Background: an optimization exercise with open tools, aiming at small area and a short achievable clock period. Do not read the settings as production practice. In this exercise RTL edits were held to simulation tests only and were not proved equivalent to the original. Power and IR drop assume default switching activity.

==> flow/design.v <==
module softplus8_pla (
    input  wire clk,
    input  wire rst,
    input  wire signed [15:0] x,
    output wire [15:0] y
);
  wire tz0 = ~|x[6:0];
  wire nz0 = ~tz0 | x[7];
  wire big0 = x[15] ? ~&x[14:11] : |x[14:11];
  wire [4:0] cl0;
  assign cl0[0] = (~tz0 & x[8] & x[9] & ~x[10] & ~x[15]) | (~tz0 & x[7] & x[8] & x[9] & ~x[10]) | (x[7] & x[8] & x[9] & ~x[10] & ~x[15]) | (~x[7] & ~x[8] & ~x[9] & x[10]) | (~x[8] & ~x[9] & x[10] & x[15]) | (tz0 & ~x[8] & ~x[9] & x[10]) | (tz0 & ~x[7] & ~x[9] & x[10] & x[15]);
  assign cl0[1] = (~tz0 & x[7] & x[8] & ~x[9] & ~x[10] & ~x[15]) | (~x[8] & x[9] & ~x[10] & ~x[15]) | (tz0 & ~x[7] & x[9] & ~x[10] & ~x[15]) | (~tz0 & x[8] & ~x[9] & x[10] & x[15]) | (~x[7] & ~x[8] & x[9] & x[10] & x[15]) | (tz0 & ~x[8] & x[9] & x[10] & x[15]) | (x[7] & x[8] & ~x[9] & x[10] & x[15]);
  assign cl0[2] = (~x[8] & ~x[9] & ~x[10] & ~x[15]) | (~x[7] & ~x[9] & ~x[10] & ~x[15]) | (tz0 & ~x[9] & ~x[10] & ~x[15]) | (~tz0 & x[7] & x[9] & x[10] & x[15]) | (x[8] & x[9] & x[10] & x[15]);
  assign cl0[3] = (~tz0 & x[7] & x[10] & ~x[15]) | (x[8] & x[10] & ~x[15]) | (x[9] & x[10] & ~x[15]);
  assign cl0[4] = (~x[9] & ~x[10] & x[15]) | (tz0 & ~x[7] & ~x[8] & ~x[10] & x[15]);
  wire pos0 = ~x[15] & ~(tz0 & ~|x[14:7]);       
  wire zero0 = big0 ? x[15] : cl0[4];
  wire seg70 = big0 ? ~x[15] : cl0[3];
  wire [2:0] jh0 = big0 ? 3'd0 : cl0[2:0];         
  reg [15:7] xh1;
  reg [6:0] v1;
  reg [2:0] jh1;
  reg pos1, zero1, seg71, tz1, nz1;
  wire [6:0] t1 = v1 ^ {7{pos1}};
  wire [12:0] w = {6'd0, v1};
  wire [12:0] rA = jh1[2] ? w << 5 : jh1[1] ? w << 3 : jh1[0] ? w << 1 : 13'd0;
  wire [12:0] rB = jh1[2] ? w << 3 : jh1[1] ? w << 2 : jh1[0] ? w : 13'd0;
  wire [12:0] rC = jh1[2] ? w << 1 : jh1[1] ? w : 13'd0;
  wire [12:0] kc = pos1 ? (jh1[2] ? 13'd42 : jh1[1] ? 13'd13 : jh1[0] ? 13'd3 : 13'd0) : 13'd0;
  wire [12:0] s1 = rA ^ rB ^ rC;
  wire [12:0] c1 = ((rA & rB) | (rA & rC) | (rB & rC)) << 1;
  wire [12:0] s2 = s1 ^ c1 ^ kc;
  wire [12:0] c2 = ((s1 & c1) | (s1 & kc) | (c1 & kc)) << 1;
  wire [7:0] lo = {1'b0, s2[6:0]} + {1'b0, c2[6:0]};
  wire [7:0] K1;
  assign K1[0] = (~tz1 & ~xh1[7] & xh1[8] & ~xh1[15]) | (xh1[7] & ~xh1[8] & ~xh1[9] & xh1[15]) | (xh1[8] & xh1[9] & xh1[10]) | (~xh1[9] & ~xh1[10]) | (xh1[7] & ~xh1[8] & ~xh1[10]) | (~xh1[7] & ~xh1[8] & xh1[9] & xh1[15]) | (~xh1[7] & xh1[10] & ~xh1[15]) | (~tz1 & xh1[7] & xh1[9] & xh1[15]) | (~tz1 & ~xh1[7] & xh1[8] & xh1[10]);
  assign K1[1] = (~xh1[7] & ~xh1[8] & xh1[9]) | (~xh1[8] & ~xh1[10] & xh1[15]) | (xh1[7] & xh1[8] & xh1[10]) | (xh1[7] & ~xh1[9] & xh1[10]) | (~tz1 & ~xh1[7] & ~xh1[10] & ~xh1[15]) | (tz1 & ~xh1[7] & xh1[8] & ~xh1[9]) | (~tz1 & xh1[7] & xh1[10]) | (~tz1 & xh1[8] & ~xh1[9] & ~xh1[15]);
  assign K1[2] = (~xh1[7] & xh1[10] & ~xh1[15]) | (~xh1[7] & xh1[9] & xh1[10]) | (tz1 & xh1[9] & xh1[10]) | (xh1[8] & xh1[9] & xh1[15]) | (xh1[7] & ~xh1[8] & ~xh1[10] & ~xh1[15]) | (~xh1[7] & xh1[8] & xh1[15]) | (~tz1 & xh1[7] & ~xh1[9] & ~xh1[10]) | (~tz1 & ~xh1[8] & ~xh1[9] & ~xh1[10]);
  assign K1[3] = (~tz1 & xh1[9] & ~xh1[15]) | (~xh1[9] & xh1[15]) | (~xh1[7] & xh1[8] & xh1[10]) | (tz1 & xh1[7] & ~xh1[10] & ~xh1[15]) | (~xh1[8] & xh1[9] & ~xh1[15]) | (xh1[7] & ~xh1[8] & ~xh1[9] & ~xh1[10]);
  assign K1[4] = (~xh1[7] & ~xh1[8] & xh1[9] & ~xh1[15]) | (xh1[7] & ~xh1[8] & xh1[9] & xh1[10]) | (~xh1[7] & xh1[8] & xh1[9] & xh1[10]) | (xh1[7] & ~xh1[8] & ~xh1[9] & ~xh1[10]) | (xh1[7] & xh1[8] & ~xh1[9] & xh1[10]) | (tz1 & ~xh1[7] & ~xh1[9] & ~xh1[10]) | (~xh1[7] & xh1[8] & ~xh1[9] & ~xh1[10]);
  assign K1[5] = (tz1 & ~xh1[7] & ~xh1[9] & ~xh1[10]) | (~xh1[8] & xh1[9] & xh1[10]) | (~tz1 & xh1[8] & ~xh1[9] & ~xh1[15]);
  assign K1[6] = (xh1[7] & ~xh1[8] & ~xh1[9] & ~xh1[10]) | (~xh1[7] & xh1[8] & xh1[9] & xh1[10]);
  assign K1[7] = (~xh1[7] & ~xh1[8] & ~xh1[9] & ~xh1[10]) | (xh1[7] & xh1[8] & xh1[9] & xh1[10]);
  wire usep = pos1 | seg71;
  wire [9:0] Pl = usep ? {2'b0, xh1[7], t1} : 10'd0;
  wire [9:0] Kc = zero1 ? 10'd0 : seg71 ? 10'd9 : {2'b0, K1};
  wire [9:0] An = seg71 ? {3'b111, ~xh1[14:8]} : 10'd0;
  wire [9:0] PK = Pl + Kc + An + {9'd0, seg71 & ~nz1};
  reg [6:0] ph2;
  reg [9:0] PK2;
  reg [5:0] S2, C2;
  reg c72;
  wire [9:0] sl = PK2 + {4'd0, S2} + {4'd0, C2} + {9'd0, c72};
  reg [7:0] fl3;
  reg [6:0] ph3;
  reg [1:0] d3;
  wire [6:0] fh = ph3 + {{5{d3[1]}}, d3};
  reg [14:0] f4;
  always @(posedge clk) begin
    xh1 <= x[15:7]; v1 <= x[6:0] ^ {7{pos0}}; jh1 <= jh0;
    pos1 <= pos0; zero1 <= zero0; seg71 <= seg70; tz1 <= tz0; nz1 <= nz0;
    ph2 <= usep ? xh1[14:8] : 7'd0; PK2 <= PK; S2 <= s2[12:7]; C2 <= c2[12:7]; c72 <= lo[7];
    fl3 <= sl[7:0]; ph3 <= ph2; d3 <= sl[9:8];
  end
  always @(posedge clk or posedge rst)
    if (rst) f4 <= 15'd0;
    else f4 <= {fh, fl3};
  assign y = {1'b0, f4};
endmodule
==> flow/run.sh <==
#!/bin/bash
# synth_recipe.tcl (not shown) runs the flow's synth.tcl, then flattens the netlist and writes it again
# the make line also repeats each setting of config.mk as NAME=value (left out here)
make -C /OpenROAD-flow-scripts/flow DESIGN_CONFIG=/design/flow/config.mk WORK_HOME=/design/flow/orfs CLKGATE_MAP_FILE= SYNTH_SCRIPT=/design/flow/synth_recipe.tcl finish
==> flow/config.mk <==
export PLATFORM = sky130hd
export DESIGN_NAME = softplus8_pla
export DESIGN_NICKNAME = softplus8_pla
export VERILOG_FILES = /design/flow/design.v
export SDC_FILE = /design/flow/constraint.sdc
export NUM_CORES = 4
export LEC_CHECK = 0
export CAP_MARGIN = 20
export CORE_MARGIN = 2
export CORE_UTILIZATION = 65
export SLEW_MARGIN = 20
==> flow/constraint.sdc <==
create_clock -name core_clock -period 5.5 [get_ports {clk}]
set_input_delay 1.1000 -clock core_clock [delete_from_list [all_inputs] [get_ports {clk}]]
set_output_delay 1.1000 -clock core_clock [all_outputs]
set_load 0.01 [all_outputs]
==> notes.md <==
through the flow:
step / instances / instance area, um^2 / total power (W)
after floorplan: 506 / 4830 / 0.00114
after global routing: 631 / 5410 / 0.00192
after CTS: 631 / 5410 / 0.00182
after detailed placement: 615 / 5190 / 0.00134
after global placement: 615 / 5190 / 0.00131
final: 631 / 5410 / 0.00180
final timing paths:
| check | slack, ps | end |
|---|---|---|
| min | 330 | f4[1] |
| min in group asynchronous | 1080 | f4[9] |
| max reg2reg | 1740 | PK2[9] |
| max in group asynchronous | 4050 | f4[5] |
| max | 1740 | PK2[9] |
| min reg2reg | 330 | f4[1] |
cell type report:
type | instances | area share, %
clock buffers | 10 | 2.36
inverters | 50 | 3.47
repair buffers | 32 | 5.92
well taps | 99 | 2.29
clock inverters | 6 | 1.76
multi-input cells | 350 | 51.7
flip-flops and latches | 84 | 32.5
kinds of logic after synthesis:
logic type | count (synthesis) | share of synthesized area [%]
buffers and inverters | 72 | 5.67
AOI/OAI and AO/OA | 113 | 16.1
DFF | 84 | 36.4
other | 1 | 0.0776
and+or+nand+nor | 143 | 15.5
muxes | 9 | 1.94
xor gates and xnor gates | 22 | 3.99
adders and majority gates | 62 | 20.3
cell usage in the layout (no fill, tap or decap), types with 15 or more instances in the layout:
master,Yosys,layout
o21ai_0,24,24
clkdlybuf4s50_1,0,32
nor2_1,25,25
nand2_1,35,35
a21oi_1,23,23
dfxtp_1,69,69
dfrtp_1,15,15
inv_1,50,50
ha_1,35,35
fa_1,27,27
layer usage:
layer  part of all wire (%)  global-route usage [%]  vias to the layer above
met5                      0                       0                        -
met1                     44                    28.8                     1672
met3                    3.4                    4.44                       13
li1                       -                       -                     1783
met2                     51                    42.6                       78
met4                    1.6                    8.85                        0
power by group:
part,switching (W),internal (W),leakage (nW)
sequential,0.0000684,0.000742,0.748
combinational,0.000245,0.000265,1.59
clock,0.000222,0.000260,0.105
flip-flops by register name, indices dropped and copies added (netlist names):
signal / count
PK2: 10
pos1: 1
tz1: 1
seg71: 1
jh1: 3
c72: 1
f4: 15
S2: 5
ph3: 7
ph2: 7
C2: 5
xh1: 9
v1: 7
d3: 2
zero1: 1
fl3: 8
nz1: 1
synthesized netlist by cell type, types with 2 or more instances:
cell type	instances	area [um^2]
a2111oi_0	4	35.0
a211oi_1	2	15.0
a21boi_0	2	15.0
a21o_1	9	67.6
a21oi_1	23	115
a221o_1	3	30.0
a221oi_1	2	17.5
a2bb2oi_1	2	17.5
a31oi_1	5	31.3
and2_1	8	50.1
and3_1	6	37.5
clkbuf_1	20	75.1
dfrtp_1	15	375
dfxtp_1	69	1380
fa_1	27	541
ha_1	35	438
inv_1	50	188
mux2_2	3	33.8
mux2i_1	6	60.1
nand2_1	35	131
nand2b_1	12	75.1
nand3_1	8	40.0
nand4b_1	2	17.5
nor2_1	25	93.8
nor2b_1	12	75.1
nor3_1	11	55.1
nor3b_1	6	45.0
nor4_1	6	37.5
o211ai_1	6	45.0
o21a_1	7	52.6
o21ai_0	24	120
o21bai_1	3	22.5
o22ai_1	2	12.5
o311ai_0	2	17.5
o31ai_1	5	37.5
o32ai_1	2	17.5
or2_2	2	12.5
or3_1	2	12.5
or4_1	2	15.0
xnor2_1	12	105
xor2_1	10	87.6
==> metrics.cfg <==
[run_status]
status = timing/DRC/antenna clean

[timing]
fmax_mhz = 266
layout_setup_ws_ps = 1740
slew_viol_final = 0
relSlewSlack_pct = 36.0
fin_tns_setup_ps = 0
rsz0062_at_grt = no
setup_viol = 0
fin_crit_ps = 3760
finalCritPeriodShare_pct = 68.4
timing.final.hold_violations = 0
finClkSkew_ps = 12.5
tightest_slew_ps = 935
fin_hold_ws_ps = 331

[power]
p_leak_nw = 2.45
pwr_density_cell_nw_per_um2 = 333
ir_worst_vdd_uv = 146

[layout]
multiInputGateArea_um2 = 2800
finish.utilization_pct = 75.0
regArea_um2 = 1760
area_growth_pct = 12.0
diodes = 0
finalNetCount = 607
n_fill_cell = 550
drive_above_1_share_pct = 5.08

[floorplan]
die_area_um2 = 8140
row_count = 31
die_w_um = 90.2
ios = 34
die_h_um = 90.2
core_area_um2 = 7210
initial_core_util_pct = 66.9

[setup_path]
crit_cells = 10
cp_data_required_time_ps = 5740
crit_slowest_cell = a2111oi_0
critical_path_arrival_ps = 4010
startpoint = seg71
crit_family = simple AND/OR/NAND/NOR gates
path_class = reg -> reg
path_max_fanout = 12
crit_chain = inv_1 > nor2_1 > mux2i_1 > fa_1 > inv_1 > ha_1 > and3_1 > a2111oi_0 > nor4b_1 > nand4b_1
r2r_start = seg71
cp-end-kind = register
critPathBufInv = 2
cp-start-kind = register
critPathMostFrequentCell = inv_1
rr_worst_depth = 10
critPathMaxStageDelay_ps = 830

[synthesis]
syn_area_um2 = 4830
synthArstFlopShare_pct = 17.9
yosysUniqueCellTypes = 60
netlist_instances = 506
synth_nets = 586
ys_warn_count = 1
synth_edf_count = 0
ys_seq_elements = 84
synth_area_per_cell_um2 = 9.54
synth-seq-area-share_pct = 36.4
synth_ff_type = dfxtp_1

[global_routing]
grt_first_pass_wirelength_um = 16000
grt_pass1_vias = 3646
grt_max_degree = 22
antenna_found_initial = 0
overflow = 0
grtUsageTotal_pct = 23.9

[cts]
cts.clk_slew.worst_paths_ps = 90
cts_buffers = 9
cts_tree = built
clock-sinks = 84
htree_levels = 3
ctsResizeCount = 0
insertion_delay_ps = 350
clockBufferDepth = 2
cts_setup_buffers = 0
cts_hold_buf = 0
cts_root_buf = clkbuf_8

[detailed_routing]
route.detailed.drc = 0
routedWlPerCell_um = 14.0
dr_total_vias = 3546
vias_per_cell = 5.62
ant_nets = 0
first_pass_iters = 5
dr.first_iter.drc_count = 136
totalWireLength_um = 8840

[placed_design]
dp_hpwl_um = 6940
io_buffers = 32
place_ws_ps = 1790
gp_congestion = 0.928

[hold_path]
hold_class = reg -> reg
whs_path_depth = 0
hp-start = fl3[1]

[job]
drv_cap = 0

-- static timing again, ports no longer ideal --
The flow's constraints put no driver on any port. The routed layout listed below was extracted and timed again, unchanged, in two steps. Step 1 (the two cells are an assumption about what drives the block):
set clk [get_ports {clk}]
set_driving_cell -lib_cell sky130_fd_sc_hd__clkbuf_16 $clk
set_driving_cell -lib_cell sky130_fd_sc_hd__buf_2 [delete_from_list [all_inputs] $clk]
Step 2 times the ports against the registers' clock, not the clock port: input delays grow and output delays shrink by t, the midpoint of the rising clock arrivals with the driver on. Three values: ideal, step 1, step 2; two values: the first two.
t, ns: 0.378
slack for setup (ns): 1.739 / 1.739 / 1.739
worst hold slack (ns): 0.331 / 0.331 / 0.331
latest minus earliest clock arrival (ns): 0.014 / 0.014
pins driven straight from the clock port: 1
After both steps setup and hold are still met in this run. For this run, drivers alone change the setup slack by 0.000 ns; drivers and shift together by 0.000 ns.
